This design comes from an exercise in tuning for small area, a short achievable clock period and few clock cycles per item on the open sky130 flow, not from production work. Function was not checked in any run shown here: the RTL went through the layout flow alone. No activity file was given, so power comes from the tool's default toggle rates.

[design/flow/config.mk]
export PLATFORM = sky130hd
export DESIGN_NAME = riscv_base_divider
export DESIGN_NICKNAME = riscv_base_divider
export VERILOG_FILES = /design/flow/design.v
export SDC_FILE = /design/flow/constraint.sdc
export NUM_CORES = 4
export LEC_CHECK = 0
export CAP_MARGIN = 20
export CORE_MARGIN = 2
export CORE_UTILIZATION = 40
export CTS_BUF_LIST = sky130_fd_sc_hd__clkbuf_8
export SETUP_SLACK_MARGIN = 2.4
export SLEW_MARGIN = 20
[design/flow/constraint.sdc]
create_clock -name core_clock -period 6.0 [get_ports {clk_i}]
set_input_delay 1.2000 -clock core_clock [delete_from_list [all_inputs] [get_ports {clk_i}]]
set_output_delay 1.2000 -clock core_clock [all_outputs]
set_load 0.01 [all_outputs]
[design/flow/design.v]
module riscv_base_divider (
    input           clk_i,
    input           rst_i,
    input           opcode_valid_i,
    input  [31:0]   opcode_opcode_i,
    input  [31:0]   opcode_pc_i,
    input           opcode_invalid_i,
    input  [4:0]    opcode_rd_idx_i,
    input  [4:0]    opcode_ra_idx_i,
    input  [4:0]    opcode_rb_idx_i,
    input  [31:0]   opcode_ra_operand_i,
    input  [31:0]   opcode_rb_operand_i,
    output          writeback_valid_o,
    output [31:0]   writeback_value_o
);
    wire inst_div_w  = (opcode_opcode_i & 32'hfe00707f) == 32'h2004033;
    wire inst_divu_w = (opcode_opcode_i & 32'hfe00707f) == 32'h2005033;
    wire inst_rem_w  = (opcode_opcode_i & 32'hfe00707f) == 32'h2006033;
    wire inst_remu_w = (opcode_opcode_i & 32'hfe00707f) == 32'h2007033;
    wire div_rem_inst_w = inst_div_w | inst_divu_w | inst_rem_w | inst_remu_w;
    wire valid_req_w = opcode_valid_i & div_rem_inst_w & ~opcode_invalid_i;
    localparam [1:0] S_IDLE = 2'd0, S_SETUP = 2'd1, S_ITER = 2'd2;
    reg [1:0]  state_q;
    reg        valid_q;
    reg [32:0] rem_q;      
    reg [32:0] div_q;      
    reg [31:0] quo_q;      
    reg [5:0]  cnt_q;      
    reg [5:0]  mb_q;       
    reg        is_div_q;
    reg        an_q;       
    reg        sub_q;      
    function [5:0] sigbits;
        input [31:0] v;
        input        top;
        reg [31:0] y;
        reg [31:0] x;
        reg [15:0] n1; reg [15:0] p1;
        reg [7:0]  n2; reg [15:0] p2;
        reg [3:0]  n3; reg [11:0] p3;
        reg [1:0]  n4; reg [7:0]  p4;
        integer i;
        begin
            y = v ^ {top, v[31:1]};
            x = {y[30:0], 1'b1};
            for (i = 0; i < 16; i = i + 1) begin
                n1[i] = x[2*i+1] | x[2*i];
                p1[i] = x[2*i+1];
            end
            for (i = 0; i < 8; i = i + 1) begin
                n2[i] = n1[2*i+1] | n1[2*i];
                p2[2*i+:2] = n1[2*i+1] ? {1'b1, p1[2*i+1]} : {1'b0, p1[2*i]};
            end
            for (i = 0; i < 4; i = i + 1) begin
                n3[i] = n2[2*i+1] | n2[2*i];
                p3[3*i+:3] = n2[2*i+1] ? {1'b1, p2[2*(2*i+1)+:2]} : {1'b0, p2[2*(2*i)+:2]};
            end
            for (i = 0; i < 2; i = i + 1) begin
                n4[i] = n3[2*i+1] | n3[2*i];
                p4[4*i+:4] = n3[2*i+1] ? {1'b1, p3[3*(2*i+1)+:3]} : {1'b0, p3[3*(2*i)+:3]};
            end
            sigbits = y[31] ? 6'd32 : {1'b0, n4[1] ? {1'b1, p4[7:4]} : {1'b0, p4[3:0]}};
        end
    endfunction
    wire        sgn_w   = ~opcode_opcode_i[12];
    wire        an_in_w = sgn_w & opcode_ra_operand_i[31];
    wire        bn_in_w = sgn_w & opcode_rb_operand_i[31];
    wire        sub_in_w = ~(an_in_w ^ bn_in_w);
    reg  [32:0] lowz_w;
    integer     m, e;
    always @* begin
        lowz_w = {~opcode_rb_operand_i, 1'b1};
        for (e = 1; e < 64; e = e * 2)
            for (m = 0; m < 33; m = m + 1)
                if (m % (2*e) == 2*e-1) lowz_w[m] = lowz_w[m] & lowz_w[m-e];
        for (e = 16; e >= 1; e = e / 2)
            for (m = 0; m < 33; m = m + 1)
                if (m >= 3*e-1 && (m - (3*e-1)) % (2*e) == 0) lowz_w[m] = lowz_w[m] & lowz_w[m-e];
    end
    reg  [33:0] pg_g, pg_p;
    integer     k, d;
    always @* begin
        pg_g = {rem_q & div_q, 1'b1};
        pg_p = {rem_q ^ div_q, 1'b0};
        for (d = 1; d < 64; d = d * 2)
            for (k = 0; k < 34; k = k + 1)
                if (k % (2*d) == 2*d-1) begin
                    pg_g[k] = pg_g[k] | (pg_p[k] & pg_g[k-d]);
                    pg_p[k] = pg_p[k] & pg_p[k-d];
                end
        for (d = 16; d >= 1; d = d / 2)
            for (k = 0; k < 34; k = k + 1)
                if (k >= 3*d-1 && (k - (3*d-1)) % (2*d) == 0) begin
                    pg_g[k] = pg_g[k] | (pg_p[k] & pg_g[k-d]);
                    pg_p[k] = pg_p[k] & pg_p[k-d];
                end
    end
    wire [32:0] hp_w    = rem_q ^ div_q;
    wire [32:0] t_w     = hp_w ^ pg_g[32:0];
    wire        tzero_w = &hp_w;
    wire        acc_w   = an_q ? (t_w[32] | tzero_w) : ~t_w[32];
    wire [6:0]  s_w      = {1'b0, cnt_q} - {1'b0, mb_q} + {6'd0, an_q};
    wire [4:0]  sc_w     = s_w[4:0] | {5{s_w[5]}};
    reg  [32:0] dsh_w;
    integer     j;
    always @* begin
        dsh_w = div_q;
        for (j = 0; j < 5; j = j + 1)
            if (sc_w[j]) dsh_w = (dsh_w << (1 << j)) | ((33'd1 << (1 << j)) - 33'd1);
    end
    wire        bzero_q  = (mb_q == 6'd0) & (an_q ^ sub_q);
    wire        negq_w   = is_div_q & ~sub_q & ~bzero_q;
    wire        presub_w = acc_w & ~(is_div_q & sub_q);
    wire        last_w   = (cnt_q == 6'd0);
    wire        rem_k_w  = (state_q == S_ITER) |
                           ((state_q == S_SETUP) & ~(is_div_q & sub_q) & ~bzero_q);
    wire        rem_en_w = (rem_k_w & an_q & tzero_w) | (rem_k_w & ~(t_w[32] ^ an_q));
    wire       early_w = (state_q == S_SETUP) & ~an_q & (cnt_q < mb_q);
    wire       idle_w  = (state_q == S_IDLE) | early_w;
    always @(posedge clk_i or posedge rst_i) begin
        if (rst_i) begin
            state_q <= S_IDLE;
            valid_q <= 1'b0;
        end else begin
            valid_q <= 1'b0;
            case (state_q)
                S_IDLE:  if (valid_req_w) state_q <= S_SETUP;
                S_SETUP: if (early_w) begin
                             if (!valid_req_w) state_q <= S_IDLE;
                         end else if (bzero_q | ~acc_w | tzero_w) begin
                             state_q <= S_IDLE;
                             valid_q <= 1'b1;
                         end else
                             state_q <= S_ITER;
                default: if (last_w) begin
                             state_q <= S_IDLE;
                             valid_q <= 1'b1;
                         end
            endcase
        end
    end
    wire [5:0] ma_in_w = sigbits(opcode_ra_operand_i, an_in_w);
    wire [5:0] mb_in_w = sigbits(opcode_rb_operand_i, bn_in_w);
    always @(posedge clk_i) begin
        case ({idle_w, state_q})
            {1'b1, S_IDLE}, {1'b1, S_SETUP}: begin
                quo_q    <= 32'd0;
                is_div_q <= ~opcode_opcode_i[13];
                an_q     <= an_in_w;
                sub_q    <= sub_in_w;
                rem_q    <= {an_in_w, opcode_ra_operand_i};
                div_q    <= {bn_in_w, opcode_rb_operand_i} ^ ({33{sub_in_w}} | lowz_w);
                cnt_q    <= ma_in_w;
                mb_q     <= mb_in_w;
            end
            {1'b0, S_SETUP}: begin
                if (rem_en_w) rem_q <= t_w;
                quo_q <= {{31{bzero_q | (negq_w & acc_w)}},
                          bzero_q | (negq_w & acc_w) | (tzero_w & is_div_q & sub_q)};
                div_q <= dsh_w;
                cnt_q <= {1'b0, sc_w};
            end
            default: begin
                if (rem_en_w) rem_q <= t_w;
                quo_q <= {quo_q[30:0], acc_w ^ negq_w};
                div_q <= {div_q[32], div_q[32:1]};
                cnt_q <= cnt_q - 6'd1;
            end
        endcase
    end
    assign writeback_valid_o = valid_q | early_w;
    assign writeback_value_o = is_div_q ? quo_q : rem_q[31:0];
endmodule
[design/flow/flow/run.sh]
#!/bin/bash
set -euo pipefail
export BUFFER_PORTS_ARGS="-buffer_cell sky130_fd_sc_hd__buf_1"
bash standard.sh > flow.log 2>&1
[design/flow/standard.sh]
#!/bin/bash
# synth_recipe.tcl (not shown) runs the flow's synth.tcl, then flattens the netlist and writes it again
# the make line also repeats each setting of config.mk as NAME=value (left out here)
make -C /OpenROAD-flow-scripts/flow DESIGN_CONFIG=/design/flow/config.mk WORK_HOME=/design/flow/orfs CLKGATE_MAP_FILE= SYNTH_SCRIPT=/design/flow/synth_recipe.tcl "${@:-finish}"
==> metrics.csv, run 1 <==
stage;metric;value;unit
outcome;status;no timing/DRC/antenna violations;
hold_path;hold endpoint;quo_q[11];
synth;number of enable flip-flop cells after synthesis;44;
worst_setup_path;required time of the critical path;6230;ps
timing;period utilization;68.14;%
worst_setup_path;CP Data Arrival Time;4320;ps
synth;Synth warnings;1;
die;row count;59;
clock_network;Clk Latency, worst-skew pair;470;ps
flow_run;number of max-cap violations;0;
synth;post-synthesis mux area share;8.515;%
drt;Vias;11110;
worst_setup_path;CP Capture Type;register;
timing;Pins Over Slew Limit;0;
global_routing;global route total overflow;0;
global_routing;initial antenna violation count;0;
finish;# fillers;2468;
global_routing;number of global-route vias before repair;10490;
power_and_ir_drop;P_leak;5.690;nW
synth;cell count after synthesis;1304;
global_routing;first-pass GRT wire length;59.76;mm
place;DP Wirelength;27.94;mm
hold_path;Hold Crit Depth;2;
worst_setup_path;worst r2r path cells;19;
clock_network;clk slew on worst S/H paths;80;ps
synth;syn avg cell area;8.124;µm²
clock_network;CTS tree;done;
synth;Syn Nets;1532;
synth;Cell Area, Synth;10590;µm²
clock_network;CTS Sinks;116;
die;die width;166.7;µm
timing;Fin Setup TNS;0;ps
timing;Max Freq;244.6;MHz
die;chip height;166.7;µm
die;core area;26060;µm²
finish;Ant. Diodes;0;
synth;simple-gate share of the synthesized area;21.22;%
worst_setup_path;r2r endpoint;rem_q[27];
clock_network;H-tree depth;4;
synth;Synth Area in Adders;10.91;%
place;dpl cells;1713;
hold_path;hold_sp;quo_q[10];
synth;Distinct cells, synth;84;
clock_network;Hold Buf Count CTS;0;
worst_setup_path;CP startpoint;div_q[8];
drt;DR pass1 iterations;6;
drt;Residual DRC;0;
drt;1st-iter DRT viols;1284;
power_and_ir_drop;worst-case vdd ir drop;0.1586;mV
synth;Post-Synth XOR/XNOR Area;6.106;%
drt;Post-DRT Antenna Nets;0;
timing;RSZ-0062 raised after global routing;yes;
global_routing;global-route usage over all layers;27.50;%
global_routing;pin count of the biggest net entering global routing;55;
drt;drt wl/cell;21.49;µm
drt;Via density;6.056;
timing;normalized max-slew margin;43.38;%
timing;Worst Skew;14.60;ps
timing;clock period minus worst slack;4088;ps
hold_path;hold crit path type;register to register;
synth;main combinational cell family by area after synthesis;compound AO/OA/AOI/OAI gates;
finish;nets@finish;1714;
clock_network;Num CTS Buffers;17;
timing;worst slew pin tran;845.5;ps
finish;Area growth syn-to-layout;28.31;%
power_and_ir_drop;Power Dens Cells;291.3;nW/µm²
worst_setup_path;worst-path fanout max;8;
worst_setup_path;Critical R2R Launch;div_q[8];
worst_setup_path;CP Cell Sequence;ha_4 > a21o_1 > a21o_1 > a21oi_2 > nor2_1 > nor4_4 > o31ai_2 > a221oi_2 > o21ai_2 > fa_2 > xor2_4 > nand3_2 > o21ai_2 > nor2_2 > a21oi_2 > o21ai_4 > buf_6 > buf_6 > buf_16;
finish;Final Non-Filler Cells;1834;
worst_setup_path;slowest CP cell;dfxtp_2;
die;area of the die;27800;µm²
worst_setup_path;crit start category;register;
place;Port Buf Inserts;117;
synth;predominant post-synthesis flop cell;dfxtp_1;
synth;ys async rst share;2.586;%
timing;Final Hold Fails;0;
place;GP Congestion;0.9692;
drt;total wire length;39.40;mm
clock_network;clock tree buffer depth;2;
synth;sequential area share after synthesis;26.22;%
synth;post-synthesis compound-gate area fraction;21.71;%
worst_setup_path;CP Class;register to register;
worst_setup_path;R2R Setup Slk;1910;ps
synth;register bit total from synthesis;116;
die;Initial Util;40.65;%
finish;layout cells sized above 1;23.02;%
timing;Setup Viol. Count Final;0;
worst_setup_path;peak per-stage delay on the critical path;490;ps
clock_network;root buffer cell;clkbuf_8;
die;# IOs;180;
## critical path, delay by kind of cell (launching register included)
family | cells | cell delay, ps
compound gates | 9 | 1480
buf+inv | 3 | 400
xor+xnor | 1 | 220
simple gates | 4 | 590
flops | 1 | 490
fa+ha+maj | 2 | 660
## per-stage QoR
stage | total power (W) | utilization [%] | hold slack [ps] | instance area (µm²) | worst slack (ps)
floorplan | 0.002078 | - | 421.6 | 10650 | 1858
global placement | 0.002492 | 43.69 | 426.0 | 11380 | 1276
detailed placement | 0.002503 | 43.69 | 430.9 | 11380 | 1261
CTS | 0.003638 | 49.59 | 440.8 | 12920 | 1960
global route | 0.004139 | 52.16 | 465.4 | 13590 | 1772
finish | 0.003960 | 52.16 | 442.5 | 13590 | 1912
## layout make-up
type                       instances  area, µm²  area share, %
multi-input combinational       1052       8229          60.54
sequential                       116       2791          20.54
timing repair buffer             225       1495          11.00
tap                              335      419.2          3.084
inverter                          74      282.8          2.080
clock buffer                      18      247.7          1.823
clock inverter                    14      127.6         0.9389
## cell families (layout without fill, tap and decap cells)
logic type	Yosys count	in the layout
simple gates	475	478
compound gates	338	338
buf+inv	139	331
flops	116	116
mux	82	82
fa+ha+maj	81	81
xor+xnor	73	73
## report_power, final
group,total (W),internal (W),switching [W],leakage [nW]
clock network,0.000728,0.000342,0.000386,0.187
logic,0.00225,0.00100,0.00124,4.43
registers,0.000986,0.000887,0.0000984,1.07
total,0.00396,0.00223,0.00173,5.69
## synth_stat cells, drive strengths merged (8+ instances only)
cell type	number	area share [%]
a21oi	69	3.3
nand2b	8	0.47
inv	74	2.6
o31ai	8	0.57
o211ai	9	0.64
o22ai	9	0.53
fa	19	3.6
a211oi	13	0.97
nor2	79	2.8
o21bai	9	0.67
xor2	21	1.8
nor4	13	0.97
xnor2	52	4.3
and2	8	0.47
nand2	223	7.9
buf	22	1.2
a22oi	10	0.71
nand3	37	1.9
or4	8	0.60
a211o	9	0.74
mux2i	43	4.4
and3	13	0.81
dfxtp	69	13
clkbuf	43	1.5
mux2	39	4.1
o221ai	13	1.1
nor2b	15	0.89
a221o	9	0.85
nand4	17	1.0
nor3	29	1.6
edfxtp	44	12
a21o	24	1.7
ha	62	7.3
or3	9	0.58
a221oi	17	1.6
o21ai	81	3.8
a31oi	18	1.1
## how the worst max path moves through the flow
stage | to | cells past startpoint
after global routing | quo_q[9] | 19
after floorplan | rem_q[0] | 16
after global placement | rem_q[27] | 16
after detailed placement | rem_q[27] | 16
after CTS | rem_q[30] | 19
final | rem_q[27] | 19
## cell usage in the layout (no fill, tap or decap), types with 19 or more instances in the layout
master	instances
mux2i_1	20
xor2_1	19
a21o_1	24
dfxtp_1	61
nor2_1	68
nand3_1	29
xnor2_1	52
buf_1	117
inv_1	70
nand2_1	221
buf_4	78
o21ai_0	62
nor3_1	21
mux2_2	37
a21oi_1	57
ha_1	49
edfxtp_1	44
## registers in the layout, indices dropped and copies added (netlist names)
register  cells
div_q        33
rem_q        33
quo_q        32
cnt_q         6
mb_q          6
state_q       2
an_q          1
is_div_q      1
sub_q         1
valid_q       1
## what timing repair did
action	in CTS	in global routing
pin swaps	41	43
cloned	7	0
resized for setup	131	87
buffers inserted	53	29
endpoints found under the setup margin	103	111
## metal layers
layer  routed length (µm)  part of all wire, %  global-route usage (%)
met5                    0                    0                       0
met4                 1928                  4.9                   14.06
met3                 3554                  9.0                   6.511
met2                17320                   44                   41.97
met1                16610                   42                   36.35
==> inputs of run 2 (changes only) <==
--- a/design/flow/design.v
+++ b/design/flow/design.v
@@ -21,3 +21,3 @@
     wire valid_req_w = opcode_valid_i & div_rem_inst_w & ~opcode_invalid_i;
-    localparam [1:0] S_IDLE = 2'd0, S_SETUP = 2'd1, S_ITER = 2'd2;
+    localparam [1:0] S_IDLE = 2'd0, S_SETUP = 2'd1, S_ITER = 2'd2, S_ZERO = 2'd3;
     reg [1:0]  state_q;
@@ -102,3 +102,2 @@
     wire [6:0]  s_w      = {1'b0, cnt_q} - {1'b0, mb_q} + {6'd0, an_q};
-    wire [4:0]  sc_w     = s_w[4:0] | {5{s_w[5]}};
     reg  [32:0] dsh_w;
@@ -107,4 +106,4 @@
         dsh_w = div_q;
-        for (j = 0; j < 5; j = j + 1)
-            if (sc_w[j]) dsh_w = (dsh_w << (1 << j)) | ((33'd1 << (1 << j)) - 33'd1);
+        for (j = 0; j < 6; j = j + 1)
+            if (s_w[j]) dsh_w = (dsh_w << (1 << j)) | ((33'd1 << (1 << j)) - 33'd1);
     end
@@ -114,5 +113,2 @@
     wire        last_w   = (cnt_q == 6'd0);
-    wire        rem_k_w  = (state_q == S_ITER) |
-                           ((state_q == S_SETUP) & ~(is_div_q & sub_q) & ~bzero_q);
-    wire        rem_en_w = (rem_k_w & an_q & tzero_w) | (rem_k_w & ~(t_w[32] ^ an_q));
     wire       early_w = (state_q == S_SETUP) & ~an_q & (cnt_q < mb_q);
@@ -129,2 +125,4 @@
                              if (!valid_req_w) state_q <= S_IDLE;
+                         end else if (negq_w & ~acc_w) begin
+                             state_q <= S_ZERO;
                          end else if (bzero_q | ~acc_w | tzero_w) begin
@@ -134,3 +132,7 @@
                              state_q <= S_ITER;
-                default: if (last_w) begin
+                S_ITER:  if (last_w) begin
+                             state_q <= S_IDLE;
+                             valid_q <= 1'b1;
+                         end
+                default: begin
                              state_q <= S_IDLE;
@@ -156,10 +158,13 @@
             {1'b0, S_SETUP}: begin
-                if (rem_en_w) rem_q <= t_w;
-                quo_q <= {{31{bzero_q | (negq_w & acc_w)}},
-                          bzero_q | (negq_w & acc_w) | (tzero_w & is_div_q & sub_q)};
+                if (presub_w & ~bzero_q) rem_q <= t_w;
+                quo_q <= {{31{bzero_q | negq_w}},
+                          bzero_q | negq_w | (tzero_w & is_div_q & sub_q)};
                 div_q <= dsh_w;
-                cnt_q <= {1'b0, sc_w};
+                cnt_q <= s_w[5:0];
+            end
+            {1'b0, S_ZERO}: begin
+                quo_q <= 32'd0;
             end
             default: begin
-                if (rem_en_w) rem_q <= t_w;
+                if (acc_w) rem_q <= t_w;
                 quo_q <= {quo_q[30:0], acc_w ^ negq_w};
==> metrics.csv, run 2 <==
stage;metric;value;unit
hold_path;hold crit path type;register to register;
drt;Vias;9872;
clock_network;root buffer cell;clkbuf_8;
place;Place WS;1735;ps
die;row count;59;
power_and_ir_drop;Power Dens Cells;307.2;nW/µm²
synth;Synth warnings;1;
worst_setup_path;CP Class;register to register;
drt;DR pass1 iterations;5;
synth;Synth Area in Adders;11.09;%
place;dpl cells;1593;
synth;syn avg cell area;8.853;µm²
synth;ranking of synthesized cells by area;edfxtp_1, ha_1, dfxtp_1;
drt;Residual DRC;0;
synth;post-synthesis compound-gate area fraction;20.52;%
clock_network;Num CTS Buffers;17;
synth;number of enable flip-flop cells after synthesis;81;
die;# IOs;180;
clock_network;Clk Latency, worst-skew pair;480;ps
global_routing;pin count of the biggest net entering global routing;72;
flow_run;number of max-cap violations;0;
synth;top-count cell post-synth;nand2_1;
timing;Pins Over Slew Limit;0;
finish;commonest non-fill, non-tap cells in the layout;nand2_1, buf_1, inv_1;
worst_setup_path;worst-path fanout max;9;
global_routing;number of global-route vias before repair;9178;
synth;post-synthesis cell type with the largest combined area;edfxtp_1;
synth;Post-Synth XOR/XNOR Area;6.371;%
power_and_ir_drop;Comb pwr share;53.6;%
drt;1st-iter DRT viols;1109;
die;Initial Util;40.36;%
timing;worst slew pin tran;1253;ps
finish;Final Non-Filler Cells;1670;
die;chip height;165.5;µm
synth;Cell Area, Synth;10430;µm²
timing;Fin Setup TNS;0;ps
drt;drt wl/cell;21.03;µm
timing;RSZ-0062 raised after global routing;yes;
global_routing;global-route usage over all layers;25.65;%
synth;sequential area share after synthesis;30.19;%
timing;normalized max-slew margin;16.20;%
power_and_ir_drop;sequential power share;28.0;%
synth;post-synth top area share;23.32;%
global_routing;initial antenna violation count;1;
timing;Setup Viol. Count Final;0;
finish;nets@finish;1549;
power_and_ir_drop;Internal;0.002168;W
worst_setup_path;required time of the critical path;6180;ps
place;DP Wirelength;25.43;mm
power_and_ir_drop;Clock power frac;18.4;%
finish;# fillers;2520;
worst_setup_path;crit start category;register;
global_routing;global route total overflow;0;
drt;total wire length;35.13;mm
power_and_ir_drop;P_leak;5.293;nW
clock_network;Hold Buf Count CTS;0;
finish;largest registers;div_q (33), rem_q (33), quo_q (32);
timing;clock period minus worst slack;4005;ps
synth;cell count after synthesis;1178;
synth;simple-gate share of the synthesized area;15.44;%
clock_network;H-tree depth;4;
finish;fin util;48.06;%
place;Port Buf Inserts;117;
die;die width;165.5;µm
timing;period utilization;66.75;%
clock_network;CTS tree;done;
synth;Syn Nets;1406;
place;GP Congestion;0.9300;
timing;Worst Skew;16.15;ps
synth;register bit total from synthesis;116;
finish;commonest non-fill, non-tap cell in the layout;nand2_1;
clock_network;CTS Sinks;116;
finish;layout cells sized above 1;16.42;%
finish;register area;3148;µm²
synth;Distinct cells, synth;78;
power_and_ir_drop;total power;0.003815;W
power_and_ir_drop;Switching Share;43.17;%
die;area of the die;27380;µm²
finish;area of the multi-input gates;7074;µm²
power_and_ir_drop;worst-case vdd ir drop;0.1225;mV
drt;Via density;5.911;
drt;Post-DRT Antenna Nets;0;
finish;Area growth syn-to-layout;19.08;%
global_routing;first-pass GRT wire length;52.84;mm
timing;final worst slack;1995;ps
die;core area;25840;µm²
clock_network;clk slew on worst S/H paths;80;ps
synth;predominant post-synthesis flop cell;edfxtp_1;
clock_network;clock tree buffer depth;2;
worst_setup_path;CP Data Arrival Time;4190;ps
synth;main combinational cell family by area after synthesis;compound AO/OA/AOI/OAI gates;
synth;post-synthesis mux area share;10.46;%
worst_setup_path;CP Capture Type;register;
timing;Max Freq;249.7;MHz
synth;Synth top cells by count;nand2_1, inv_1, edfxtp_1;
synth;ys async rst share;2.586;%
power_and_ir_drop;Net Switching;0.001647;W
outcome;status;no timing/DRC/antenna violations;
timing;Final Hold Fails;0;
[run 2: cell count changes in the layout (fill, tap and decap cells not counted), moves of 24 or more]
cell	before	now
nand2_1	221	145
edfxtp_1	44	81
a21o_1	24	48
buf_4	78	48
inv_1	70	94
dfxtp_1	61	32
[run 2: logic make-up after synthesis]
group	after synthesis
AO/OA/AOI/OAI	324
XOR/XNOR	75
adder cells (fa/ha/maj)	81
buffers and inverters	155
flip-flops	116
multiplexers	78
AND/OR/NAND/NOR	349
[run 2: path summary, 6_finish.rpt]
kind,startpoint,endpoint,slack [ps],cells past startpoint
setup / recovery,div_q[6],rem_q[25],1990,16
hold / removal,quo_q[25],quo_q[26],450,1
setup reg to reg,div_q[6],rem_q[25],1990,16
hold reg to reg,quo_q[25],quo_q[26],450,1
max in group asynchronous,rst_i,valid_q,5270,2
min in group asynchronous,rst_i,state_q[0],570,2
[run 2: per-layer routing]
metal	vias to the layer above	GRT usage (%)	share of wire, %
li1	4584	-	-
met1	4712	35.16	43
met2	501	40.19	45
met3	75	4.496	8.3
met4	0	10.27	3.5
met5	-	0	0
[run 2: repair_timing]
action | CTS | global route
pin swaps | 5 | 18
setup buffers | 16 | 22
cloned | 3 | 3
endpoints found under the setup margin | 107 | 60
gates resized for setup | 30 | 55
[run 2: power groups by stage]
stage / Combinational, W / Clock [W] / Sequential (W)
final: 0.00204 / 0.000703 / 0.00107
after global routing: 0.00221 / 0.000742 / 0.00108
after CTS: 0.00175 / 0.000711 / 0.00107
after detailed placement: 0.00161 / 0 / 0.00109
after global placement: 0.00160 / 0 / 0.00109
after floorplan: 0.00120 / 0 / 0.00104
[run 2: per-stage QoR]
| stage | hold WS [ps] | cell area (µm²) |
|---|---|---|
| final | 450.2 | 12420 |
| after global routing | 464.6 | 12420 |
| after CTS | 452.3 | 11930 |
| after detailed placement | 437.9 | 11230 |
| after global placement | 426.2 | 11230 |
| after floorplan | 420.8 | 10450 |
[run 2: critical path, cell delays in order (launching register included)]
cell and delay [ps]:
edfxtp_1 510, ha_1 400, nand4_1 150, a21oi_1 70, a2111oi_2 230, buf_4 210
o221ai_2 120, a21oi_2 190, o31ai_2 100, fa_2 410, xor2_2 210, and2_4 190
a21o_4 220, nor3b_4 190, buf_4 140, o31a_4 190, buf_12 160
[run 2: area by class of cell]
type	instances	area share, %
clock buffers	17	1.884
flip-flops and latches	116	25.35
multi-input cells	909	56.97
clock inverters	15	0.9773
repair buffers	178	8.383
inverters	99	3.043
diodes	1	0.02015
well taps	335	3.375

==> afterwards: timing with drivers on the ports <==
The flow's constraints put no driver on any port. The routed layouts listed below were extracted and timed again, unchanged, in two steps. Step 1 assumes that a clkbuf_16 drives the clock port and a buf_2 every other input. Step 2 times the ports against the registers' clock, not the clock port: input delays grow and output delays shrink by t, the midpoint of the rising clock arrivals with the driver on. Slacks: ideal / step 1 / step 2; pairs: ideal / step 1.
run	t, ns	setup slack, ns	latest minus earliest clock arrival (ns)	worst register clock-pin slew, ns
run 1	0.506	1.912 / 1.912 / 1.912	0.014 / 0.014	0.09 / 0.09
run 2	0.509	1.995 / 1.995 / 1.995	0.016 / 0.016	0.09 / 0.09
After both steps setup and hold are still met in every run listed.
